Context: an optimization exercise on an open-source flow, tuned for small area and a short achievable clock period. The choices shown serve that exercise and are no tape-out recipe. RTL that was checked went through simulation tests only; none was proved equivalent to the original. Power figures rest on the tool's default switching activity, not on a simulated workload.

## pipeline
module pipeline(
	input				clk,			 
	input				rst_n,		 
	output [9:0]	imem_addr,	 
	input  [15:0]	imem_data,	 
	output			wb_en,		 
	output [3:0]	wb_addr,		 
	output [15:0]	wb_data		 
);
Size in the first run: ~1,900 cells after synthesis, about 500 flip-flops.
export LEC_CHECK = 0
export CAP_MARGIN = 20
export CORE_MARGIN = 2
export CORE_UTILIZATION = 55
export CTS_BUF_LIST = sky130_fd_sc_hd__clkbuf_8
export CTS_CLUSTER_DIAMETER = 60
export CTS_CLUSTER_SIZE = 15
export SETUP_SLACK_MARGIN = 3.4
export SLEW_MARGIN = 20
create_clock -name core_clock -period 6.0 [get_ports {clk}]
standard.sh (not shown) runs the stock make flow with config.mk's settings and CLKGATE_MAP_FILE= SYNTH_SCRIPT=/design/flow/synth_recipe.tcl, a recipe that flattens the netlist after the stock synthesis.
==> flow/flow/run.sh <==
#!/bin/bash
set -euo pipefail
export BUFFER_PORTS_ARGS="-buffer_cell sky130_fd_sc_hd__buf_2"
export CTS_ARGS="-sink_clustering_enable -repair_clock_nets -sink_clustering_size 15 -sink_clustering_max_diameter 60 -buf_list sky130_fd_sc_hd__clkbuf_8 -dont_use_dummy_load"
bash standard.sh finish > standard_flow.log 2>&1
Rerun with:
- SETUP_SLACK_MARGIN: 3.4 -> 3.3
Outcome: The changed run completed with no timing, DRC or antenna violations; sequential share of layout area hardly moves; routed wire length grows by 2.2%; via count grows by 1.0%; combinational power stays flat.

---

Another version of the RTL of pipeline (not shown whole).
Size: about 2000 cells after synthesis, about 490 flip-flops.
clock: 6.0 ns
lec_check: 0
cap_margin: 20
core_margin: 2
core_utilization: 55
cts_buf_list: sky130_fd_sc_hd__clkbuf_8
cts_cluster_diameter: 60
cts_cluster_size: 15
setup_slack_margin: 3.28
slew_margin: 20
run.sh (not shown) runs the stock make flow with config.mk's settings and CLKGATE_MAP_FILE= SYNTH_SCRIPT=/design/flow/synth_recipe.tcl, a recipe that flattens the netlist after the stock synthesis.
Stock flow here: none of the scripts above is used.
Rerun with:
Settings changed: SETUP_SLACK_MARGIN 3.28 to 3.4.
Outcome: Setup slack degrades by 0.074 ns. Final cell count is higher slightly. Cell area is higher slightly. Global-route usage is higher by 0.28 points. Critical path depth is lower by 3. Sequential share of layout area is lower by 0.31 points. Utilization is higher by 0.54 points. Count of clock-buffer cells in the layout is unchanged.
Rerun with:
Settings changed: CORE_UTILIZATION 55 to 40, CTS_CLUSTER_DIAMETER 60 to unset, CTS_CLUSTER_SIZE 15 to 30, SETUP_SLACK_MARGIN 3.4 to 3.28.
Effect: Core utilization fell by 16 points. Sequential share of layout area fell by 1.5 points. Setup slack improved by 0.091 ns. Wire length rose by 1.1%. Count of clock-buffer cells in the layout rose by 46. Global-route usage fell by 9.9 points.
Rerun with:
==> flow/flow/run.sh (new file) <==
#!/bin/bash
set -euo pipefail
export BUFFER_PORTS_ARGS="-buffer_cell sky130_fd_sc_hd__buf_2"
bash standard.sh finish > standard_flow.log 2>&1
==> flow/standard.sh (new file) <==
#!/bin/bash
# synth_recipe.tcl (not shown) runs the flow's synth.tcl, then flattens the netlist and writes it again
# the make line also repeats each setting of config.mk as NAME=value (left out here)
make -C /OpenROAD-flow-scripts/flow DESIGN_CONFIG=/design/flow/config.mk WORK_HOME=/design/flow/orfs CLKGATE_MAP_FILE= SYNTH_SCRIPT=/design/flow/synth_recipe.tcl "${@:-finish}"
Settings changed: CORE_UTILIZATION 40 to 55, CTS_CLUSTER_DIAMETER set to 60, CTS_CLUSTER_SIZE 30 to 15, SETUP_SLACK_MARGIN 3.28 to 3.4.
removed: flow/run.sh
Outcome:
- clock-buffer cell count came out lower by 47
- worst setup slack gains 0.016 ns
- utilization came out higher by 15 points
- cell count falls by 10%
No functional check of the RTL was part of any run of this note.

---

## the baseline
pipeline, a different RTL version from the one above (not shown whole).
For scale: about 1900 cells after synthesis.
Design pipeline, start of the top module:
module pipeline(
	input				clk,			 
	input				rst_n,		 
	output [9:0]	imem_addr,	 
	input  [15:0]	imem_data,	 
	output			wb_en,		 
	output [3:0]	wb_addr,		 
	output [15:0]	wb_data		 
);
clock: 6.0 ns
lec_check: 0
cap_margin: 20
core_margin: 2
core_utilization: 55
cts_buf_list: sky130_fd_sc_hd__clkbuf_8
cts_cluster_diameter: 60
cts_cluster_size: 15
setup_slack_margin: 3.4
slew_margin: 20
standard.sh (not shown) runs the stock make flow with config.mk's settings and CLKGATE_MAP_FILE= SYNTH_SCRIPT=/design/flow/synth_recipe.tcl, a recipe that flattens the netlist after the stock synthesis.
==> flow/flow/run.sh <==
#!/bin/bash
set -euo pipefail
export BUFFER_PORTS_ARGS="-buffer_cell sky130_fd_sc_hd__buf_2"
bash standard.sh finish > standard_flow.log 2>&1
The baseline: PASS, flow complete, no timing, DRC or antenna violations
> inputs changed (the baseline -> the candidate)
==> flow/flow/run.sh <==
#!/bin/bash
set -euo pipefail
export BUFFER_PORTS_ARGS="-buffer_cell sky130_fd_sc_hd__buf_2"
export CTS_ARGS="-sink_clustering_enable -repair_clock_nets -sink_clustering_size 15 -sink_clustering_max_diameter 60 -buf_list sky130_fd_sc_hd__clkbuf_8 -dont_use_dummy_load"
bash standard.sh finish > standard_flow.log 2>&1
Findings:
Comparing the baseline against the candidate, there is no change at all in count of multi-input gates.
The baseline and the candidate ended up with nearly the same combinational gate power.
Sequential share of layout area in the candidate vs the baseline: up 0.57 points
The candidate ends up with a setup slack of the critical path after layout that is 0.0095 ns lower than in the baseline.
Highest metal layer with signal wires = met5: the baseline; highest metal layer with signal wires = met4: the candidate
The candidate ended with more wire length than the baseline.

[separate check: timing with driven ports]
Ports are ideal in the flow. The routed layouts listed here were re-timed in OpenROAD. Step 1: set_driving_cell puts a clkbuf_16 on clk and a buf_2 on each other input, an assumption about the parent block. Step 2, shift: input delay + t, output delay - t, t = (earliest + latest rising clock arrival at the registers) / 2. This alone moves slack from input paths to output paths. Three values: no drivers, after step 1, after step 2; two values: the first two.
| run | t, ns | setup slack, ns | worst setup path after step 2 | pins driven straight from the clock port |
|---|---|---|---|---|
| the first run of note 1 | 0.681 | 3.244 / 3.152 / 2.803 | input to register | 1 |
| the second run of note 1 | 0.683 | 3.252 / 3.154 / 2.716 | input to register | 1 |
| the first run of note 2 | 0.706 | 3.222 / 3.162 / 2.609 | input to register | 1 |
| the second run of note 2 | 0.724 | 3.148 / 3.101 / 3.009 | input to register | 1 |
| the third run of note 2 | 0.724 | 3.238 / 3.150 / 2.795 | input to register | 1 |
| the fourth run of note 2 | 0.712 | 3.255 / 3.179 / 2.725 | input to register | 1 |
| the baseline | 0.704 | 3.228 / 3.063 / 3.063 | input to output | 1 |
| the candidate | 0.700 | 3.218 / 3.047 / 3.047 | input to output | 1 |
After both steps every run listed still meets setup and hold. The setup slack of the first run of note 2, which loses most, moves by -0.060 ns with the drivers and by -0.613 ns with both steps.
